This design comes from an exercise in tuning for small area on the open sky130 flow, not from production work.
In this exercise RTL edits were held to simulation tests only and were not proved equivalent to the original.
The flow treats the clock pin as an ideal source, which a real chip does not have.
Power is estimated from default activity; no workload was simulated.

==> run D: inputs <==
==> flow/design.v <==
module PanelDisplay (
input logic clk,
input logic rst,
input logic button_up,
input logic button_dn,
input logic button_r,
input logic button_l,
input logic switch,
output logic [5:0] P1_Score,
output logic [5:0] P2_Score,
output logic hsync,
output logic vsync,
output logic move_enable,
output logic [3:0] red,
output logic [3:0] green,
output logic [3:0] blue);
function automatic [7:0] radd(input [7:0] x, input [7:0] y, input ci);
  reg c; integer i;
  begin
    c = ci;
    for (i = 0; i < 8; i = i + 1) begin
      radd[i] = x[i] ^ y[i] ^ c;
      c = (x[i] & y[i]) | (c & (x[i] ^ y[i]));
    end
  end
endfunction
function automatic [7:0] incdec(input [7:0] x, input en, input dn);
  reg c; integer i;
  begin
    c = en;
    for (i = 0; i < 8; i = i + 1) begin
      incdec[i] = x[i] ^ c;
      c = c & (x[i] ^ dn);
    end
  end
endfunction
reg [4:0] L;    
reg [6:0] A;    
reg [3:0] U;    
reg [6:0] T;    
wire [3:0] B = L[4:1];
wire Lend = L[4] & L[1] & L[0];             
wire hend = A[6] & A[5] & A[3] & L[0];      
wire Uend = U[3] & U[0];                    
wire vend = T[6] & T[1] & U[2] & U[1];      
always_ff @(posedge clk) begin
  L <= rst ? 5'd1 : (Lend | hend) ? 5'd0 : incdec({3'd0, L}, 1'b1, 1'b0);
  A <= (rst | hend) ? 7'd0 : incdec({1'b0, A}, Lend, 1'b0);
  U <= (rst | (hend & (Uend | vend))) ? 4'd0 : incdec({4'd0, U}, hend, 1'b0);
  T <= (rst | (hend & vend)) ? 7'd0 : incdec({1'b0, T}, hend & Uend, 1'b0);
end
assign hsync = ~(A[6] & (A[5] | (A[4] & A[3] & A[2])));      
assign vsync = ~(T[6] & T[1]);                               
assign move_enable = T[6] & T[1] & (U[2:0] == 3'd0) & (A == 7'd0) & (L == 5'd1);
wire mv = move_enable & switch;
reg cu1, cd1, cu2, cd2;
always_ff @(posedge clk)
  if (hend) {cu1, cd1, cu2, cd2} <= {button_up, button_l, button_r, button_dn};
reg [5:0] a;  reg hb;      
reg [4:0] s;  reg hv;      
reg move_r, move_u;
reg [4:0] t1; reg u18, u19;    
reg [4:0] t2; reg v28, v27;    
reg [5:0] counter1, counter2;
assign P1_Score = counter1;
assign P2_Score = counter2;
wire sel = T[6];
wire [4:0] Tin = sel ? s : T[4:0];
wire [3:0] Uin = sel ? {hv, 1'b0, ~hv, ~hv} : U;
wire lt7 = ~Uin[3] & ~(Uin[2] & Uin[1] & Uin[0]);
wire lt8 = ~Uin[3];
wire lt9 = ~(Uin[3] & Uin[0]);
wire eq8 = Uin[3] & ~Uin[0];
wire c1 = u18 ? lt8 : u19 ? lt9 : lt7;
wire c2 = v28 ? lt8 : v27 ? lt7 : 1'b0;
wire [7:0] d1x = radd({3'd0, Tin}, {3'd0, ~t1}, ~c1);
wire [4:0] d1 = d1x[4:0];
wire [7:0] d2x = radd({3'd0, Tin}, {3'd0, ~t2}, ~c2);
wire [4:0] d2 = d2x[4:0];
wire in1 = d1 <= 5'd8;
wire in2 = d2 <= 5'd8;
wire hit1 = in1 | (d1 >= 5'd30) | (d1 == 5'd9 & eq8 & u18);
wire hit2 = in2 | (d2 >= 5'd30) | (d2 == 5'd9 & eq8 & v28);
wire coll = move_r ? (a == 6'd62 & hb) : (a == 6'd26 & ~hb);
wire hit  = move_r ? hit2 : hit1;
wire miss = coll & ~hit;
wire wall = ~coll & (move_u ? (s == 5'd18 & ~hv) : (s == 5'd11 & hv));
wire hstep = mv | (coll & hit);
wire hplus = move_r ^ coll;
wire vstep = mv | wall;
wire vplus = ~(move_u ^ wall);
always_ff @(posedge clk) begin
  if (rst | miss) begin
    a <= 6'd45; hb <= 1'b0; s <= 5'd31; hv <= 1'b0;
  end else begin
    if (hstep) begin
      hb <= ~hb;
      a <= incdec({2'd0, a}, hb == hplus, ~hplus);
    end
    if (vstep) begin
      hv <= ~hv;
      s <= incdec({3'd0, s}, hv == vplus, ~vplus);
    end
  end
  if (rst) begin
    move_r <= 1'b0; move_u <= 1'b1;
  end else begin
    if (coll & hit) move_r <= ~move_r;
    if (wall) move_u <= ~move_u;
  end
  if (rst) counter1 <= 6'd0;
  else counter1 <= incdec({2'd0, counter1}, miss & move_r, 1'b0);
  if (rst) counter2 <= 6'd0;
  else counter2 <= incdec({2'd0, counter2}, miss & ~move_r, 1'b0);
end
wire lo1 = (t1 == 5'd17) | (t1 == 5'd18 & ~u19);         
wire hi1 = (t1 == 5'd5) | (t1 == 5'd4 & (u18 | u19));    
always_ff @(posedge clk) begin
  if (rst) begin
    t1 <= 5'd27; u18 <= 1'b1; u19 <= 1'b0;            
  end else if ((button_up ^ button_l) & mv) begin
    if (~lo1 & ~hi1) begin
      t1 <= incdec({3'd0, t1}, cu1 | cd1, ~cu1);
    end else if (lo1 & cu1) begin
      t1 <= 5'd21; u18 <= 1'b0; u19 <= 1'b1;           
    end else if (hi1 & cd1) begin
      t1 <= 5'd4; u18 <= 1'b0; u19 <= 1'b0;            
    end
  end
end
wire lo2 = (t2 == 5'd18);                                
wire hi2 = (t2 == 5'd5) | (t2 == 5'd4 & v28);            
always_ff @(posedge clk) begin
  if (rst) begin
    t2 <= 5'd27; v28 <= 1'b1; v27 <= 1'b0;            
  end else if ((button_dn ^ button_r) & mv) begin
    if (~lo2 & ~hi2) begin
      t2 <= incdec({3'd0, t2}, cu2 | cd2, ~cu2);
    end else if (lo2 & cu2) begin
      t2 <= 5'd19; v28 <= 1'b0; v27 <= 1'b0;           
    end else if (hi2 & cd2) begin
      t2 <= 5'd4; v28 <= 1'b0; v27 <= 1'b1;            
    end
  end
end
wire rowm = ~T[6] & (T[5] ^ T[4]);                       
wire ch  = hb | (~B[3] & ~(B[2] & (B[1] | B[0])));       
wire [7:0] dhx = radd({1'b0, A}, {2'b11, ~a}, ~ch);
wire [6:0] dh = dhx[6:0];
wire cv  = hv ? ~U[3] : (~U[3] & ~U[2] & ~(U[1] & U[0]));  
wire [7:0] dvx = radd({3'd0, T[4:0]}, {3'd0, ~s}, ~cv);
wire [4:0] dv = dvx[4:0];
wire ball = (dh[6:1] == 6'd0) & (dv[4:1] == 4'd0) & rowm;
wire a26 = (A == 7'd26) & (B >= 4'd5);
wire pc1 = a26 | (A == 7'd27);                                   
wire pc2 = ((A == 7'd64) & (B == 4'd9)) | (A == 7'd65) | ((A == 7'd66) & (B <= 4'd3));  
wire cb  = a26 | ((A >= 7'd27) & (A <= 7'd65)) | ((A == 7'd66) & (B <= 4'd4));          
wire rb  = ((T == 7'd17) & (U >= 4'd3)) | ((T == 7'd18) & (U <= 4'd7)) | ((T == 7'd45) & (U >= 4'd8))
         | (T == 7'd46) | ((T == 7'd47) & (U <= 4'd2));
wire pix = ball | (rb & cb) | (rowm & ((pc1 & in1) | (pc2 & in2)));
assign red = {4{pix}};
assign green = {4{pix}};
assign blue = {4{pix}};
endmodule
==> flow/run.sh <==
#!/bin/bash
# synth_recipe.tcl (not shown) runs the flow's synth.tcl, then flattens the netlist and writes it again
# the make line also repeats each setting of config.mk as NAME=value (left out here)
make -C /OpenROAD-flow-scripts/flow DESIGN_CONFIG=/design/flow/config.mk WORK_HOME=/design/flow/orfs CLKGATE_MAP_FILE= SYNTH_SCRIPT=/design/flow/synth_recipe.tcl finish
==> flow/config.mk <==
export PLATFORM = sky130hd
export DESIGN_NAME = PanelDisplay
export DESIGN_NICKNAME = PanelDisplay
export VERILOG_FILES = /design/flow/design.v
export SDC_FILE = /design/flow/constraint.sdc
export NUM_CORES = 4
export LEC_CHECK = 0
export CAP_MARGIN = 20
export CORE_MARGIN = 2
export CORE_UTILIZATION = 40
export CTS_BUF_LIST = sky130_fd_sc_hd__clkbuf_4
export CTS_CLUSTER_SIZE = 40
export SLEW_MARGIN = 20
==> flow/constraint.sdc <==
create_clock -name core_clock -period 10.0 [get_ports {clk}]
set_input_delay 2.0000 -clock core_clock [delete_from_list [all_inputs] [get_ports {clk}]]
set_output_delay 2.0000 -clock core_clock [all_outputs]
set_load 0.01 [all_outputs]
==> inputs of run E, as changes to run D <==
--- a/flow/design.v
+++ b/flow/design.v
@@ -67,20 +67,19 @@
 wire sel = T[6];
+wire psel = sel ? move_r : A[6];
 wire [4:0] Tin = sel ? s : T[4:0];
-wire [3:0] Uin = sel ? {hv, 1'b0, ~hv, ~hv} : U;
-wire lt7 = ~Uin[3] & ~(Uin[2] & Uin[1] & Uin[0]);
-wire lt8 = ~Uin[3];
-wire lt9 = ~(Uin[3] & Uin[0]);
-wire eq8 = Uin[3] & ~Uin[0];
-wire c1 = u18 ? lt8 : u19 ? lt9 : lt7;
-wire c2 = v28 ? lt8 : v27 ? lt7 : 1'b0;
-wire [7:0] d1x = radd({3'd0, Tin}, {3'd0, ~t1}, ~c1);
-wire [4:0] d1 = d1x[4:0];
-wire [7:0] d2x = radd({3'd0, Tin}, {3'd0, ~t2}, ~c2);
-wire [4:0] d2 = d2x[4:0];
-wire in1 = d1 <= 5'd8;
-wire in2 = d2 <= 5'd8;
-wire hit1 = in1 | (d1 >= 5'd30) | (d1 == 5'd9 & eq8 & u18);
-wire hit2 = in2 | (d2 >= 5'd30) | (d2 == 5'd9 & eq8 & v28);
+wire [4:0] tp = psel ? t2 : t1;
+wire pu8 = psel ? v28 : u18;           
+wire pu9 = ~psel & u19;                
+wire pu0 = psel & ~v28 & ~v27;         
+wire lt7 = ~U[3] & ~(U[2] & U[1] & U[0]);
+wire lt8 = ~U[3];
+wire lt9 = ~(U[3] & U[0]);
+wire cpr = pu8 ? lt8 : pu9 ? lt9 : (~pu0 & lt7);
+wire cpc = hv ? pu9 : ~pu0;
+wire cp = sel ? cpc : cpr;
+wire [7:0] dpx = radd({3'd0, Tin}, {3'd0, ~tp}, ~cp);
+wire [4:0] dp = dpx[4:0];
+wire inp = dp <= 5'd8;
+wire hit = inp | (dp >= 5'd30) | (dp == 5'd9 & hv & pu8);
 wire coll = move_r ? (a == 6'd62 & hb) : (a == 6'd26 & ~hb);
-wire hit  = move_r ? hit2 : hit1;
 wire miss = coll & ~hit;
@@ -159,3 +158,3 @@
          | (T == 7'd46) | ((T == 7'd47) & (U <= 4'd2));
-wire pix = ball | (rb & cb) | (rowm & ((pc1 & in1) | (pc2 & in2)));
+wire pix = ball | (rb & cb) | (rowm & (pc1 | pc2) & inp);
 assign red = {4{pix}};
==> flow/flow/run.sh (new file) <==
#!/bin/bash
# Layout flow: the standard synthesis, then an area-oriented re-mapping of
# the combinational logic between the unchanged registers (ABC &deepsyn + amap,
# a few random seeds, smallest kept), proven equivalent with Yosys, then the
# standard ORFS flow from floorplan on, with the smallest buffer cell on the
# ports and a clock tree of small buffers without dummy loads.
set -u
W=$(pwd)
RES=$W/orfs/results/$FLOW_PLATFORM/PanelDisplay/base
LIB=$FLOW_HOME/platforms/$FLOW_PLATFORM/lib/sky130_fd_sc_hd__tt_025C_1v80.lib
YOSYS=$(command -v yosys || echo "${YOSYS_EXE:-yosys}")
export BUFFER_PORTS_ARGS="-buffer_cell sky130_fd_sc_hd__buf_1"
# clock tree options (replace ORFS's default clock_tree_synthesis arguments)
if [ -s flow/cts.args ]; then export CTS_ARGS="$(cat flow/cts.args)"; fi

bash standard.sh synth > 1_standard_synth.log 2>&1 || exit 1
cp "$RES/1_2_yosys.v" std_synth.v

best=""; best_area=""
for round in "1 2 3 4" "5 6 7 8"; do
  for S in $round; do
    sed "s#-T 120#-T 120 -S $S#" flow/deep.abc > deep_$S.abc
    sed "s#@LIB@#$LIB#g; s#flow/deep.abc#deep_$S.abc#; s#resyn.v#resyn_$S.v#" flow/resyn.ys > resyn_$S.ys
    "$YOSYS" -s resyn_$S.ys > 1_resyn_$S.log 2>&1 &
  done
  wait
done
for S in 1 2 3 4 5 6 7 8; do
  a=$(grep "Chip area" 1_resyn_$S.log | tail -1 | awk '{print $NF}')
  [ -s resyn_$S.v ] && [ -n "$a" ] || continue
  if [ -z "$best" ] || awk "BEGIN{exit !($a < $best_area)}"; then best=$S; best_area=$a; fi
done
echo "seed areas:" > resyn_status.log
grep -H "Chip area" 1_resyn_*.log >> resyn_status.log
sed "s#@LIB@#$LIB#g" flow/equiv.ys > equiv_run.ys
if [ -n "$best" ] && cp resyn_$best.v resyn.v && "$YOSYS" -s equiv_run.ys > 1_equiv.log 2>&1; then
  echo "seed $best ($best_area) proven equivalent; using it" >> resyn_status.log
  cp resyn.v "$RES/1_2_yosys.v"
  rm -f "$RES/1_synth.odb" "$RES/1_synth.sdc"
else
  echo "re-mapping failed or not proven; keeping the standard netlist" >> resyn_status.log
fi

bash standard.sh finish > 2_standard_finish.log 2>&1
==> flow/flow/cts.args (new file) <==
-sink_clustering_enable -repair_clock_nets -root_buf sky130_fd_sc_hd__clkbuf_4 -buf_list sky130_fd_sc_hd__clkbuf_4 -dont_use_dummy_load -sink_clustering_size 30 -sink_clustering_max_diameter 150
==> flow/flow/deep.abc (new file) <==
strash
&get -n
&deepsyn -T 120
&put
amap
==> flow/flow/equiv.ys (new file) <==
read_liberty -ignore_miss_func @LIB@
read_verilog std_synth.v
rename PanelDisplay gold
read_verilog resyn.v
rename PanelDisplay gate
hierarchy -check
flatten gold gate
rename -hide w:* w:*.IQ x:* %u %d
opt_clean -purge
equiv_make gold gate equiv
hierarchy -top equiv
equiv_simple
equiv_induct
equiv_status -assert
==> flow/flow/resyn.ys (new file) <==
read_liberty -ignore_miss_func @LIB@
blackbox sky130_fd_sc_hd__df* sky130_fd_sc_hd__edf* sky130_fd_sc_hd__sdf* sky130_fd_sc_hd__sedf* sky130_fd_sc_hd__dl*
read_verilog std_synth.v
hierarchy -top PanelDisplay
flatten
opt -purge
techmap
opt -fast -purge
abc -liberty @LIB@ -dont_use *lpflow* -script flow/deep.abc
opt_clean -purge
insbuf -buf sky130_fd_sc_hd__buf_4 A X
splitnets
opt_clean -purge
stat -liberty @LIB@
write_verilog -noattr -noexpr -nohex -nodec resyn.v
==> flow/standard.sh (new file) <==
#!/bin/bash
# synth_recipe.tcl (not shown) runs the flow's synth.tcl, then flattens the netlist and writes it again
# the make line also repeats each setting of config.mk as NAME=value (left out here)
make -C /OpenROAD-flow-scripts/flow DESIGN_CONFIG=/design/flow/config.mk WORK_HOME=/design/flow/orfs CLKGATE_MAP_FILE= SYNTH_SCRIPT=/design/flow/synth_recipe.tcl "${@:-finish}"
- CORE_UTILIZATION: 40 -> 70
- CTS_BUF_LIST: sky130_fd_sc_hd__clkbuf_4 -> default
- CTS_CLUSTER_SIZE: 40 -> default
removed: flow/run.sh
==> comparison table <==
Outcome: run D no timing/DRC/antenna violations; run E no timing/DRC/antenna violations
Fraction of standard cell area in multi-input logic: run D 0.582; run E 0.488
Critical path data arrival time: run D 5180 ps; run E 5760 ps
Part of the power in the clock network: run D 0.378; run E 0.306
Non-clock buffer share: run D 0.0653; run E 0.0362
Power share of the combinational group: run D 0.037; run E 0.027
Slowest stage cell on the critical path: run D sky130_fd_sc_hd__dfxtp_1; run E sky130_fd_sc_hd__o22ai_1
Last weighted congestion value of the routability-driven placer: run D 0.893; run E 0.972
Reg power frac: run D 0.585; run E 0.667
Maximum number of pins on one net before global-route repair: run D 37; run E 24
Pwr Total: run D 0.000473 W; run E 0.000413 W
Post-synth net total: run D 592; run E 525
Met2 Routed Length: run D 5070 microns; run E 4310 microns
Switching component of the power: run D 0.000114 W; run E 0.0000936 W

static timing again, ports no longer ideal:
The results above use ideal ports. As a check the final layouts listed here were re-extracted and re-timed, cells and wires unchanged. Step 1: set_driving_cell puts a clkbuf_16 on clk and a buf_2 on each other input, an assumption about the parent block. Step 2 also shifts input and output timing later by t, the mid clock arrival at the registers, as if the neighbouring blocks saw the same clock. Three values: no drivers, after step 1, after step 2; two values: the first two.
| run | t (ns) | slack for setup (ns) | worst setup path at the end | slew at the worst register clock pin (ns) | worst slew at a driven data input, ns |
|---|---|---|---|---|---|
| run D | 0.492 | 2.817 / 2.786 / 3.278 | register to output | 0.12 / 0.12 | 0.03 |
| run E | 0.439 | 2.238 / 2.208 / 2.647 | register to output | 0.11 / 0.11 | 0.04 |
After both steps every run listed still meets setup and hold.
